Context: an optimization exercise on an open-source flow, tuned for small area. The choices shown serve that exercise and are no tape-out recipe. Function was checked by simulation only, so behaviour that the tests miss may differ from the original. Power and IR drop assume default switching activity.

==> flow/design.v (outline; a module is shown in full before it is edited, if it fits) <==
// module DE1_SoC: 1375 lines
module DE1_SoC(HEX0, HEX1, HEX2, HEX3, HEX4, HEX5, KEY, SW, GPIO_1, CLOCK_50);
  // ...
==> flow/run.sh <==
#!/bin/bash
# synth_recipe.tcl (not shown) runs the flow's synth.tcl, then flattens the netlist and writes it again
# the make line also repeats each setting of config.mk as NAME=value (left out here)
make -C /OpenROAD-flow-scripts/flow DESIGN_CONFIG=/design/flow/config.mk WORK_HOME=/design/flow/orfs CLKGATE_MAP_FILE= SYNTH_SCRIPT=/design/flow/synth_recipe.tcl finish
==> flow/config.mk <==
export PLATFORM = sky130hd
export DESIGN_NAME = DE1_SoC
export DESIGN_NICKNAME = DE1_SoC
export VERILOG_FILES = /design/flow/design.v
export SDC_FILE = /design/flow/constraint.sdc
export NUM_CORES = 4
export LEC_CHECK = 0
export CAP_MARGIN = 20
export CORE_MARGIN = 2
export CORE_UTILIZATION = 70
export SLEW_MARGIN = 20
==> flow/constraint.sdc <==
create_clock -name core_clock -period 6.5 [get_ports {CLOCK_50}]
set_input_delay 1.3000 -clock core_clock [delete_from_list [all_inputs] [get_ports {CLOCK_50}]]
set_output_delay 1.3000 -clock core_clock [all_outputs]
set_load 0.01 [all_outputs]
==> flow_summary.toml, run 1 <==
[floorplan]
n_tap_cell = 99

[power]
p_sw_uw = 288.4
sequentialPower_uw = 620
powerDensity_nw_per_um2 = 189.8

[layout]
drive_gt1_share_pct = 5.452
fill_cells = 465
final_area_um2 = 5951
diodes = 0
utilization_pct = 82.48

[synthesis]
yosys_warnings = 1
synth_top_cell_by_area = "dfxtp_1"
synth_area_um2 = 5189
synth-edff-count = 23

[critical_path]
crit_path_max_fanout = 19
cp_top_family = "flip-flops"
start_kind = "flip-flop"
cp-startpoint = "GPIO_1_reg[34]"
crit_arrival_ps = 3190
crit_end = "GPIO_1[18]"
crit_path_cell_trace = "mux4_2 -> xnor2_1 -> nand3_2 -> nor2_1 -> clkdlybuf4s50_1"

[global_routing]
grt.overflow.total = 0
grtUsageMet1_pct = 34.29

[timing]
period_minus_slack_ps = 4487
fin_crit_sh_pct = 69.02
finalMaxSlewViolations = 0

[detailed_routing]
drcViolationCount = 0
drtAntennaViolNets = 0

[place]
dpl.hpwl_um = 8156
place_area_um2 = 5743

[cts]
cts_tree = "done"
cts_buffers = 9

[status]
outcome = "timing/DRC/antenna clean"
==> run 2: changes to the inputs <==
--- a/flow/config.mk
+++ b/flow/config.mk
@@ -8,4 +8,6 @@
 export CAP_MARGIN = 20
 export CORE_MARGIN = 2
 export CORE_UTILIZATION = 70
+export CTS_BUF_LIST = sky130_fd_sc_hd__clkbuf_4 sky130_fd_sc_hd__clkbuf_8
+export CTS_CLUSTER_SIZE = 40
 export SLEW_MARGIN = 20
==> flow_summary.toml, run 2 <==
[timing]
max_freq_mhz = 222.9
setup_viol = 0
finalMaxSlewViolations = 0
whs_ps = 365.4
slew_headroom_pct = 39.91
fin_crit_sh_pct = 69.02
period_minus_slack_ps = 4487
max_slew.worst_pin.slew_ps = 894.6
final.setup.tns_ps = 0
finalHoldViolations = 0
skew_ps = 10.43
rsz0062_at_grt = "no"

[floorplan]
die_h_um = 90.10
dieArea_um2 = 8117
rows = 31
fp.dieW_um = 90.10
fp.coreArea_um2 = 7214
start_util_pct = 71.92
ios = 93

[power]
vdd_drop_max_mv = 0.1614
powerDensity_nw_per_um2 = 189.8
p_leak_uw = 0.002160
power_uw = 1130

[critical_path]
required_ps = 5200
crit_end = "GPIO_1[18]"
rr_worst_depth = 13
cp-startpoint = "GPIO_1_reg[34]"
crit_path_max_fanout = 19
r2r-end = "a[0]"
start_kind = "flip-flop"
r2r_slack_ps = 3420
rr_startpoint = "lfsr[3]"
critPathKind = "reg -> out"
worstSetupEndpointType = "output port"
crit_arrival_ps = 3190

[synthesis]
synth-seq-cells = 93
synthSimpleGateAreaFrac_pct = 20.50
synth_common_cells = "70 x dfxtp_1, 65 x nor2_1, 48 x nand2_1"
yosys_warnings = 1
synthFlopType = "dfxtp_1"
synth-edff-count = 23
synthCells = 597
synth_top_area_share_pct = 27.01
yosysSeqAreaShare_pct = 40.32
synth.most_common_cell = "dfxtp_1"
synth_area_leaders = "dfxtp_1 27%, edfxtp_1 13%, ha_1 5.1%"
synthMuxAreaShare_pct = 2.990
synth_compound_area_share_pct = 17.34
synth_cell_type_count = 65
synth_area_um2 = 5189
synthXorXnorAreaFrac_pct = 3.038
ys_async_sr_fraction_pct = 0
synth_top_cell_by_area = "dfxtp_1"
synth_top_family_by_area = "simple AND/OR/NAND/NOR gates"
syn_area_per_cell_um2 = 8.691
synthAdderAreaFrac_pct = 6.607

[place]
dpl.hpwl_um = 8156
globalplace.congestion = 0.8623
port_buffers = 68

[cts]
cts_buffers = 9
cts_resized = 0
cts.htree.levels = 3
hold_buffers = 0
clock_sinks = 93
clockRootBuffer = "clkbuf_8"
cts_tree = "done"
cts_setup_buffers = 0
clkTransAtPathRegs_ps = 90
cts.path.max_buffers = 2
worstSkewPairLatency_ps = 360

[global_routing]
grt_pass1_wl_um = 18860
grt_pass1_vias = 4096
grt.overflow.total = 0
grt_start_max_net_pins = 64
antenna_found_initial = 0
gr-usage-all-layers_pct = 28.19

[layout]
drive_gt1_share_pct = 5.452
fill_cells = 465
layout_commonest_cell = "dfxtp_1"
area_growth_pct = 14.69
diodes = 0
reg_top3 = "bird x16, gc x16, lfsr x10"
nets = 677
final_cell_mix = "70 x dfxtp_1, 67 x clkdlybuf4s50_1, 64 x nor2_1, 48 x nand2_1, 44 x inv_1"

[job]
maxCapViolations = 0

[detailed_routing]
via_count = 4442
first_iter_violations = 368
firstDrtPassIters = 5
wl_um = 11360
via_per_inst = 5.995
drcViolationCount = 0
routedWlPerCell_um = 15.34
drtAntennaViolNets = 0

[status]
outcome = "timing/DRC/antenna clean"

[worst_hold_path]
hold_path.class = "reg -> reg"
[run 2: cell counts in the layout (fill, tap and decap cells not counted)]
No cell type changed its count.
[run 2: kinds of logic after synthesis]
logic type               after synthesis
AND/OR/NAND/NOR                      212
AO/OA/AOI/OAI                        141
buffers and inverters                 98
flip-flops                            93
adder cells (fa/ha/maj)               25
XOR/XNOR                              18
multiplexers                           8
other                                  2
[run 2: worst min-delay path by stage]
stage / start / cells after the start / slack (ps) / to
final: incr_buf / 0 / 370 / incr_prev
after global routing: incr_buf / 0 / 380 / incr_prev
after CTS: incr_buf / 0 / 370 / incr_prev
after detailed placement: incr_buf / 0 / 350 / incr_prev
after global placement: incr_buf / 0 / 330 / incr_prev
after floorplan: incr_buf / 0 / 320 / incr_prev
[run 2: routing by layer]
metal	up-vias	global-route usage (%)	wire length, um
met4	0	10.26	283
met5	-	0	0
met1	2090	34.29	4600
met3	29	6.035	693
met2	182	49.31	5786
li1	2141	-	-
[run 2: power by group]
| group | internal, uW | leakage [uW] | switching [uW] | total [uW] |
|---|---|---|---|---|
| logic | 46.0 | 0.00128 | 59.4 | 105 |
| registers | 604 | 0.000777 | 16.3 | 620 |
| clock network | 191 | 0.000108 | 213 | 404 |
[run 2: per-stage QoR]
| stage | setup WS [ps] | instances | utilization [%] | area, um^2 |
|---|---|---|---|---|
| finish | 2013 | 741 | 82.48 | 5951 |
| global route | 1846 | 741 | 82.48 | 5951 |
| floorplan | 3177 | 610 | - | 5238 |
| CTS | 1996 | 741 | 82.45 | 5948 |
| global placement | 2408 | 725 | 79.60 | 5743 |
| detailed placement | 2352 | 725 | 79.60 | 5743 |
[run 2: layout make-up]
cell class	count	area, um^2	share of cell area, %
flip-flops and latches	93	2092	35.16
clock buffers	10	137.6	2.313
inverters	45	168.9	2.839
repair buffers	69	683.2	11.48
clock inverters	6	67.56	1.135
well taps	99	123.9	2.082
multi-input cells	419	2678	45.00
[run 2: worst max-delay path, stage by stage, from the launching register on]
cell,delay (ps)
dfxtp_1,870
mux4_2,640
xnor2_1,240
nand3_2,220
nor2_1,260
clkdlybuf4s50_1,590
==> run 3: changes to the inputs <==
==> flow/flow/run.sh (new file) <==
#!/bin/bash
# The standard layout, with each port buffered by the smallest buffer cell.
set -euo pipefail
export BUFFER_PORTS_ARGS="-buffer_cell sky130_fd_sc_hd__buf_1"
bash standard.sh > standard.log 2>&1
==> flow/standard.sh (new file) <==
#!/bin/bash
# synth_recipe.tcl (not shown) runs the flow's synth.tcl, then flattens the netlist and writes it again
# the make line also repeats each setting of config.mk as NAME=value (left out here)
make -C /OpenROAD-flow-scripts/flow DESIGN_CONFIG=/design/flow/config.mk WORK_HOME=/design/flow/orfs CLKGATE_MAP_FILE= SYNTH_SCRIPT=/design/flow/synth_recipe.tcl "${@:-finish}"
--- a/flow/config.mk
+++ b/flow/config.mk
@@ -8,6 +8,4 @@
 export CAP_MARGIN = 20
 export CORE_MARGIN = 2
 export CORE_UTILIZATION = 70
-export CTS_BUF_LIST = sky130_fd_sc_hd__clkbuf_4 sky130_fd_sc_hd__clkbuf_8
-export CTS_CLUSTER_SIZE = 40
 export SLEW_MARGIN = 20
removed: flow/run.sh
==> flow_summary.toml, run 3 <==
[status]
outcome = "timing/DRC/antenna clean"

[synthesis]
synth_area_um2 = 5189
yosysSeqAreaShare_pct = 40.32
synthFlopType = "dfxtp_1"
synth_cell_type_count = 65
syn_area_per_cell_um2 = 8.691
synth_common_cells = "70 x dfxtp_1, 65 x nor2_1, 48 x nand2_1"
yosys_warnings = 1
synth.most_common_cell = "dfxtp_1"
ys_async_sr_fraction_pct = 0
synth_top_area_share_pct = 27.01
synth-edff-count = 23
synthCells = 597
synth_top_cell_by_area = "dfxtp_1"
synth_area_leaders = "dfxtp_1 27%, edfxtp_1 13%, ha_1 5.1%"
synth-seq-cells = 93

[detailed_routing]
drcViolationCount = 0
via_count = 4369
wl_um = 10560
firstDrtPassIters = 5
via_per_inst = 5.896
drtAntennaViolNets = 0
routedWlPerCell_um = 14.25
first_iter_violations = 377

[layout]
final_cell_mix = "70 x dfxtp_1, 67 x buf_1, 64 x nor2_1, 48 x nand2_1, 44 x inv_1"
reg_top3 = "bird x16, gc x16, lfsr x10"
nets = 677
diodes = 0
area_growth_pct = 6.631
fin_cells = 741
fill_cells = 544
layout_commonest_cell = "dfxtp_1"
utilization_pct = 76.69
drive_gt1_share_pct = 5.452

[critical_path]
cp_num_buf_inv = 1
required_ps = 5200
cp_top_family = "flip-flops"
worstSetupEndpointType = "output port"
crit_path_cell_trace = "mux4_2 -> or2_4 -> nor2_2 -> nor2_1 -> a211oi_2 -> buf_1"
worst_path_max_delay_cell = "dfxtp_1"
crit_arrival_ps = 2710
start_kind = "flip-flop"
crit_path_max_fanout = 20
max_stage_delay_ps = 830
critPathKind = "reg -> out"

[global_routing]
grtUsageMet1_pct = 35.74
grt_start_max_net_pins = 64
grt_pass1_wl_um = 18110
grt.overflow.total = 0
gr-usage-all-layers_pct = 26.73
grt_pass1_vias = 3946
busiest_layer = "met2"
grtUsageMet3_pct = 5.113
antenna_found_initial = 0
grtUsageMet2_pct = 44.61

[timing]
setup_viol = 0
period_minus_slack_ps = 4006
final.setup.tns_ps = 0
skew_ps = 11.28
fin_crit_sh_pct = 61.63
rsz0062_at_grt = "no"
setup_slack_ps = 2494
max_freq_mhz = 249.6
finalHoldViolations = 0
max_slew.worst_pin.slew_ps = 872.5
slew_headroom_pct = 41.40
finalMaxSlewViolations = 0

[place]
dp_slack_ps = 2867
port_buffers = 68
globalplace.congestion = 0.8325
dpl.cell_count = 725
dpl.hpwl_um = 7508

[cts]
cts_setup_buffers = 0
clock_sinks = 93
hold_buffers = 0
cts.path.max_buffers = 2
clkTransAtPathRegs_ps = 90
cts_tree = "done"
cts_resized = 0
clockRootBuffer = "clkbuf_8"
cts.htree.levels = 3
worstSkewPairLatency_ps = 360
cts_buffers = 9

[floorplan]
start_util_pct = 71.92
fp.coreArea_um2 = 7214
die_h_um = 90.10
fp.dieW_um = 90.10
ios = 93
dieArea_um2 = 8117
rows = 31

[job]
maxCapViolations = 0

[power]
powerDensity_nw_per_um2 = 202.1
vdd_drop_max_mv = 0.1438
p_leak_uw = 0.001999
power_uw = 1118

[worst_hold_path]
hold_path.class = "reg -> reg"
==> run 3: layer usage <==
layer / part of all wire (%) / vias to the layer above / wire length [um]
met5: 0 / - / 0
met4: 1.2 / 0 / 123
met3: 6.6 / 14 / 701
met2: 49 / 170 / 5151
met1: 43 / 2046 / 4582
li1: - / 2139 / -
==> run 3: path summary, 6_finish.rpt <==
kind	from	to	slack (ps)	cells after the start
worst max register to register	lfsr[3]	a[0]	3420	13
worst min-delay path	incr_buf	incr_prev	370	0
worst min register to register	incr_buf	incr_prev	370	0
worst max-delay path	GPIO_1_reg[35]	GPIO_1[30]	2490	6
==> run 3: kinds of logic (layout without fill, tap and decap cells) <==
group,after synthesis,in the layout,synth area share [%]
and+or+nand+nor,212,212,20.50
buffers and inverters,98,130,9.067
adders and majority gates,25,25,6.607
xor gates and xnor gates,18,18,3.038
other,2,15,0.1447
muxes,8,8,2.990
AOI/OAI and AO/OA,141,141,17.34
DFF,93,93,40.32
==> run 3: cell type report <==
| cell class | instances | area (um^2) | area share (%) |
|---|---|---|---|
| clock inverter | 6 | 68.82 | 1.244 |
| tap | 99 | 123.9 | 2.239 |
| timing repair buffer | 69 | 264.0 | 4.772 |
| sequential | 93 | 2092 | 37.81 |
| multi-input combinational | 419 | 2678 | 48.39 |
| clock buffer | 10 | 137.6 | 2.488 |
| inverter | 45 | 168.9 | 3.053 |
==> run 3: per-stage QoR <==
stage	hold slack [ps]	instance area, um^2
6_report	373.8	5533
5_1_grt	368.3	5533
4_1_cts	372.3	5530
3_5_place_dp	343.3	5324
3_3_place_gp	333.7	5324
2_1_floorplan	323.5	5238
==> run 3: worst register-to-register path: cells and delay by family (launching register included) <==
kind	cells	cell delay (ps)
flip-flops	1	320
AND/OR/NAND/NOR	2	280
buffers and inverters	4	280
adder cells (fa/ha/maj)	5	1740
multiplexers	1	150
AO/OA/AOI/OAI	1	80
==> run 3: where the power goes <==
| group | internal, uW | switching (uW) |
|---|---|---|
| Clock | 191 | 213 |
| Combinational | 35.5 | 58.2 |
| Sequential | 604 | 16.0 |
==> run 4: changes to the inputs <==
==> flow/flow/run.sh (replaced) <==
#!/bin/bash
set -euo pipefail
export BUFFER_PORTS_ARGS="-buffer_cell sky130_fd_sc_hd__buf_1"
export CTS_ARGS="-sink_clustering_enable -repair_clock_nets -sink_clustering_size 100 -sink_clustering_max_diameter 1000 -buf_list {sky130_fd_sc_hd__clkbuf_16}"
bash standard.sh > standard.log 2>&1
==> flow_summary.toml, run 4 <==
[detailed_routing]
via_count = 4364
wl_um = 10810
via_per_inst = 5.889
firstDrtPassIters = 5
drtAntennaViolNets = 0
first_iter_violations = 371
drcViolationCount = 0
routedWlPerCell_um = 14.59

[timing]
setup_viol = 0
max_slew.worst_pin.slew_ps = 918.7
slew_headroom_pct = 38.29
setup_slack_ps = 2524
final.setup.tns_ps = 0
finalHoldViolations = 0
skew_ps = 7.186
period_minus_slack_ps = 3976
fin_crit_sh_pct = 61.16
rsz0062_at_grt = "no"
finalMaxSlewViolations = 0
max_freq_mhz = 251.5

[floorplan]
start_util_pct = 71.92
dieArea_um2 = 8117
die_h_um = 90.10
fp.dieW_um = 90.10
ios = 93
rows = 31
fp.coreArea_um2 = 7214

[synthesis]
yosys_warnings = 1
synth_area_leaders = "dfxtp_1 27%, edfxtp_1 13%, ha_1 5.1%"
synth.most_common_cell = "dfxtp_1"
ys_async_sr_fraction_pct = 0
synth-seq-cells = 93
synthCells = 597
synth_top_cell_by_area = "dfxtp_1"
syn_area_per_cell_um2 = 8.691
yosysSeqAreaShare_pct = 40.32
synth_area_um2 = 5189
synthFlopType = "dfxtp_1"
synth-edff-count = 23
synth_cell_type_count = 65
synth_common_cells = "70 x dfxtp_1, 65 x nor2_1, 48 x nand2_1"
synth_top_area_share_pct = 27.01

[layout]
drive_gt1_share_pct = 5.296
final_cell_mix = "70 x dfxtp_1, 67 x buf_1, 64 x nor2_1, 48 x nand2_1, 44 x inv_1"
area_growth_pct = 8.392
nets = 677
layout_commonest_cell = "dfxtp_1"
reg_top3 = "bird x16, gc x16, lfsr x10"
fill_cells = 520
final_area_um2 = 5624
diodes = 0
fin_cells = 741

[place]
port_buffers = 68
dpl.cell_count = 725
dpl.hpwl_um = 7508
place_area_um2 = 5324
dp_slack_ps = 2867
globalplace.congestion = 0.8325

[critical_path]
crit_arrival_ps = 2680
start_kind = "flip-flop"
worstSetupEndpointType = "output port"
required_ps = 5200
critPathKind = "reg -> out"
crit_path_max_fanout = 20

[cts]
hold_buffers = 0
worstSkewPairLatency_ps = 340
cts_setup_buffers = 0
cts.path.max_buffers = 2
clkTransAtPathRegs_ps = 60
clock_sinks = 93
cts.htree.levels = 3
cts_buffers = 9
cts_tree = "done"
clockRootBuffer = "clkbuf_16"
cts_resized = 0

[job]
maxCapViolations = 0

[power]
clockPowerShare_pct = 42.7
vdd_drop_max_mv = 0.1628
switching_share_pct = 24.66
p_seq_share_pct = 49.8
internal_power_uw = 939.5
p_comb_share_pct = 7.6
p_sw_uw = 307.5
p_leak_uw = 0.002039
powerDensity_nw_per_um2 = 221.7
power_uw = 1247

[global_routing]
grt.overflow.total = 0
grt_pass1_wl_um = 18290
grt_pass1_vias = 3999
antenna_found_initial = 0
grt_start_max_net_pins = 64
gr-usage-all-layers_pct = 27.27

[status]
outcome = "timing/DRC/antenna clean"

[worst_hold_path]
hold_path.class = "reg -> reg"
run 4: cell count changes in the layout (fill, tap and decap cells not counted), sizes merged:
| cell | change |
|---|---|
| clkbuf | -1 |
| clkinv | +1 |
run 4: area by class of cell:
cell class | count | area (um^2) | area share (%)
multi-input cells | 419 | 2678 | 47.61
flip-flops and latches | 93 | 2092 | 37.20
repair buffers | 69 | 264.0 | 4.694
clock buffers | 9 | 225.2 | 4.004
inverters | 45 | 168.9 | 3.003
well taps | 99 | 123.9 | 2.202
clock inverters | 7 | 72.57 | 1.290
run 4: kinds of logic (layout without fill, tap and decap cells):
logic type,after synthesis,count (layout),share of synthesized area [%]
adder cells (fa/ha/maj),25,25,6.607
XOR/XNOR,18,18,3.038
multiplexers,8,8,2.990
flip-flops,93,93,40.32
buffers and inverters,98,130,9.067
AO/OA/AOI/OAI,141,141,17.34
other,2,15,0.1447
AND/OR/NAND/NOR,212,212,20.50
run 4: stage by stage:
| stage | hold slack [ps] | utilization, % |
|---|---|---|
| floorplan | 323.5 | - |
| global placement | 333.7 | 73.79 |
| detailed placement | 343.3 | 73.79 |
| CTS | 367.2 | 77.92 |
| global route | 365.5 | 77.96 |
| finish | 366.8 | 77.96 |
run 4: path summary, 6_finish.rpt:
check,from,endpoint,cells past startpoint,slack [ps]
max reg2reg,lfsr[3],a[0],13,3430
min,incr_buf,incr_prev,0,370
min reg2reg,incr_buf,incr_prev,0,370
max,GPIO_1_reg[35],GPIO_1[30],6,2520
run 4: power by group through the flow:
| stage | Clock [uW] | Sequential (uW) | Combinational [uW] |
|---|---|---|---|
| 5_1_grt | 559 | 623 | 106 |
| 3_3_place_gp | 0 | 632 | 88.3 |
| 3_5_place_dp | 0 | 633 | 92.2 |
| 6_report | 532 | 621 | 94.4 |
| 2_1_floorplan | 0 | 624 | 87.9 |
| 4_1_cts | 532 | 620 | 94.2 |
run 4: metal layers:
layer  global-route usage [%]  up-vias  wire length, um
li1                         -     2147                -
met1                    35.84     2049             4707
met2                    45.49      149             5245
met3                    4.107       19              661
met4                    10.90        0              193
met5                        0        -                0
run 4: critical path, stage by stage (launching register included):
cell and delay, ps:
dfxtp_1 810, mux4_2 630, or2_4 290, nor2_2 140
nor2_1 90, a211oi_2 190, buf_1 170
==> run 5: changes to the inputs <==
==> flow/flow/run.sh (replaced) <==
#!/bin/bash
# The standard layout, with each port buffered by the smallest buffer cell and
# the clock sinks clustered into large groups.
set -euo pipefail
export BUFFER_PORTS_ARGS="-buffer_cell sky130_fd_sc_hd__buf_1"
export CTS_ARGS="-sink_clustering_enable -repair_clock_nets -sink_clustering_size 50 -sink_clustering_max_diameter 300"
bash standard.sh > standard.log 2>&1
==> flow_summary.toml, run 5 <==
[status]
outcome = "timing/DRC/antenna clean"

[timing]
slew_headroom_pct = 41.40
max_slew.worst_pin.slew_ps = 872.5
whs_ps = 373.8
period_minus_slack_ps = 4006
finalMaxSlewViolations = 0
max_freq_mhz = 249.6
rsz0062_at_grt = "no"
fin_crit_sh_pct = 61.63
skew_ps = 11.28
finalHoldViolations = 0
setup_viol = 0
final.setup.tns_ps = 0

[power]
powerDensity_nw_per_um2 = 202.1
p_seq_share_pct = 55.4
switching_share_pct = 25.72
internal_power_uw = 830.6
p_sw_uw = 287.6
p_comb_share_pct = 8.4
vdd_drop_max_mv = 0.1438
p_leak_uw = 0.001999
clockPowerShare_pct = 36.2

[synthesis]
synthFlopType = "dfxtp_1"
synthCells = 597
synth-seq-cells = 93
yosys_warnings = 1
synth_top_area_share_pct = 27.01
yosysSeqAreaShare_pct = 40.32
synth_top_cell_by_area = "dfxtp_1"
syn_area_per_cell_um2 = 8.691
synth.most_common_cell = "dfxtp_1"
synth-edff-count = 23
ys_async_sr_fraction_pct = 0
synth_area_leaders = "dfxtp_1 27%, edfxtp_1 13%, ha_1 5.1%"
synth_area_um2 = 5189
synth_cell_type_count = 65
synth_common_cells = "70 x dfxtp_1, 65 x nor2_1, 48 x nand2_1"

[layout]
area_growth_pct = 6.631
diodes = 0
final_cell_mix = "70 x dfxtp_1, 67 x buf_1, 64 x nor2_1, 48 x nand2_1, 44 x inv_1"
reg_top3 = "bird x16, gc x16, lfsr x10"
layout_commonest_cell = "dfxtp_1"
drive_gt1_share_pct = 5.452
final_area_um2 = 5533
nets = 677

[detailed_routing]
first_iter_violations = 377
drcViolationCount = 0
routedWlPerCell_um = 14.25
wl_um = 10560
drtAntennaViolNets = 0
via_count = 4369
firstDrtPassIters = 5
via_per_inst = 5.896

[cts]
clockRootBuffer = "clkbuf_8"
clock_sinks = 93
clkTransAtPathRegs_ps = 90
cts_setup_buffers = 0
cts_buffers = 9
hold_buffers = 0
cts.htree.levels = 3
cts_resized = 0
worstSkewPairLatency_ps = 360
cts.path.max_buffers = 2
cts_tree = "done"

[global_routing]
grtUsageMet2_pct = 44.61
grt.overflow.total = 0
grtUsageMet3_pct = 5.113
antenna_found_initial = 0
grt_start_max_net_pins = 64
busiest_layer = "met2"
grt_pass1_vias = 3946
grt_pass1_wl_um = 18110
grtUsageMet1_pct = 35.74
gr-usage-all-layers_pct = 26.73

[critical_path]
cp-startpoint = "GPIO_1_reg[35]"
crit_path_cell_trace = "mux4_2 -> or2_4 -> nor2_2 -> nor2_1 -> a211oi_2 -> buf_1"
cp_num_buf_inv = 1
worstSetupEndpointType = "output port"
crit_path_max_fanout = 20
rr_worst_depth = 13
rr_startpoint = "lfsr[3]"
worst_path_max_delay_cell = "dfxtp_1"
required_ps = 5200
crit_arrival_ps = 2710
r2r_slack_ps = 3420
critPathKind = "reg -> out"
start_kind = "flip-flop"
cp_top_family = "flip-flops"
crit_end = "GPIO_1[30]"
r2r-end = "a[0]"
cp.depth = 6
max_stage_delay_ps = 830

[job]
maxCapViolations = 0

[floorplan]
ios = 93
dieArea_um2 = 8117
start_util_pct = 71.92
die_h_um = 90.10
rows = 31
fp.dieW_um = 90.10
fp.coreArea_um2 = 7214

[place]
place_area_um2 = 5324
dpl.hpwl_um = 7508
globalplace.congestion = 0.8325
port_buffers = 68

[worst_hold_path]
hold_path.class = "reg -> reg"
## run 5: cell counts after synthesis
No cell type changed its count.
## run 5: cell families (layout without fill, tap and decap cells)
logic type,Yosys count,count (layout),share of synthesized area [%]
XOR/XNOR,18,18,3.038
flip-flops,93,93,40.32
AO/OA/AOI/OAI,141,141,17.34
multiplexers,8,8,2.990
buffers and inverters,98,130,9.067
adder cells (fa/ha/maj),25,25,6.607
AND/OR/NAND/NOR,212,212,20.50
other,2,15,0.1447
## run 5: cell type report
type,count,area [um^2]
repair buffers,69,264.0
fillers,544,1682
inverters,45,168.9
clock inverters,6,68.82
multi-input cells,419,2678
clock buffers,10,137.6
flip-flops and latches,93,2092
well taps,99,123.9
## run 5: power by group through the flow
| stage | Sequential, uW | Clock (uW) | Combinational (uW) |
|---|---|---|---|
| CTS | 620 | 408 | 93.2 |
| floorplan | 624 | 0 | 87.9 |
| global placement | 632 | 0 | 88.3 |
| global route | 623 | 433 | 105 |
| detailed placement | 633 | 0 | 92.2 |
| finish | 620 | 405 | 93.7 |
## run 5: worst min path at each step
stage	startpoint	endpoint	slack [ps]	cells after the start
6_report	incr_buf	incr_prev	370	0
2_1_floorplan	incr_buf	incr_prev	320	0
3_3_place_gp	incr_buf	incr_prev	330	0
3_5_place_dp	incr_buf	incr_prev	340	0
4_1_cts	incr_buf	incr_prev	370	0
5_1_grt	incr_buf	incr_prev	370	0
## run 5: layer usage
layer	wire length [um]	up-vias
met2	5151	170
li1	-	2139
met3	701	14
met4	123	0
met5	0	-
met1	4582	2046
## run 5: metrics by stage
| stage | std cells | utilization [%] | worst slack [ps] | power (uW) |
|---|---|---|---|---|
| 2_1_floorplan | 610 | - | 3177 | 711.8 |
| 3_3_place_gp | 725 | 73.79 | 2930 | 720.4 |
| 3_5_place_dp | 725 | 73.79 | 2867 | 725.3 |
| 4_1_cts | 741 | 76.66 | 2473 | 1121 |
| 5_1_grt | 741 | 76.69 | 2303 | 1162 |
| 6_report | 741 | 76.69 | 2494 | 1118 |

## re-timing with driven ports
How much do the figures lean on ideal ports? The routed layouts below were timed once more, with nothing changed but the port constraints.
Step 1 sets driving cells, clkbuf_16 on the clock port and buf_2 on the other inputs (assumed; they add their load-dependent delay and slew).
Step 2 also shifts input and output timing later by t, the mid clock arrival at the registers, as if the neighbouring blocks saw the same clock.
a / b / c = ideal ports / drivers / drivers and shift; a / b = the first two.
run | shift t [ns] | slack for setup (ns) | worst hold slack (ns)
run 1 | 0.390 | 2.013 / 1.981 / 2.335 | 0.365 / 0.365 / 0.365
run 2 | 0.390 | 2.013 / 1.981 / 2.335 | 0.365 / 0.365 / 0.365
run 3 | 0.391 | 2.494 / 2.460 / 2.850 | 0.374 / 0.374 / 0.374
run 4 | 0.379 | 2.524 / 2.486 / 2.865 | 0.367 / 0.367 / 0.367
run 5 | 0.391 | 2.494 / 2.460 / 2.850 | 0.374 / 0.374 / 0.374
After both steps setup and hold are still met in every run listed.
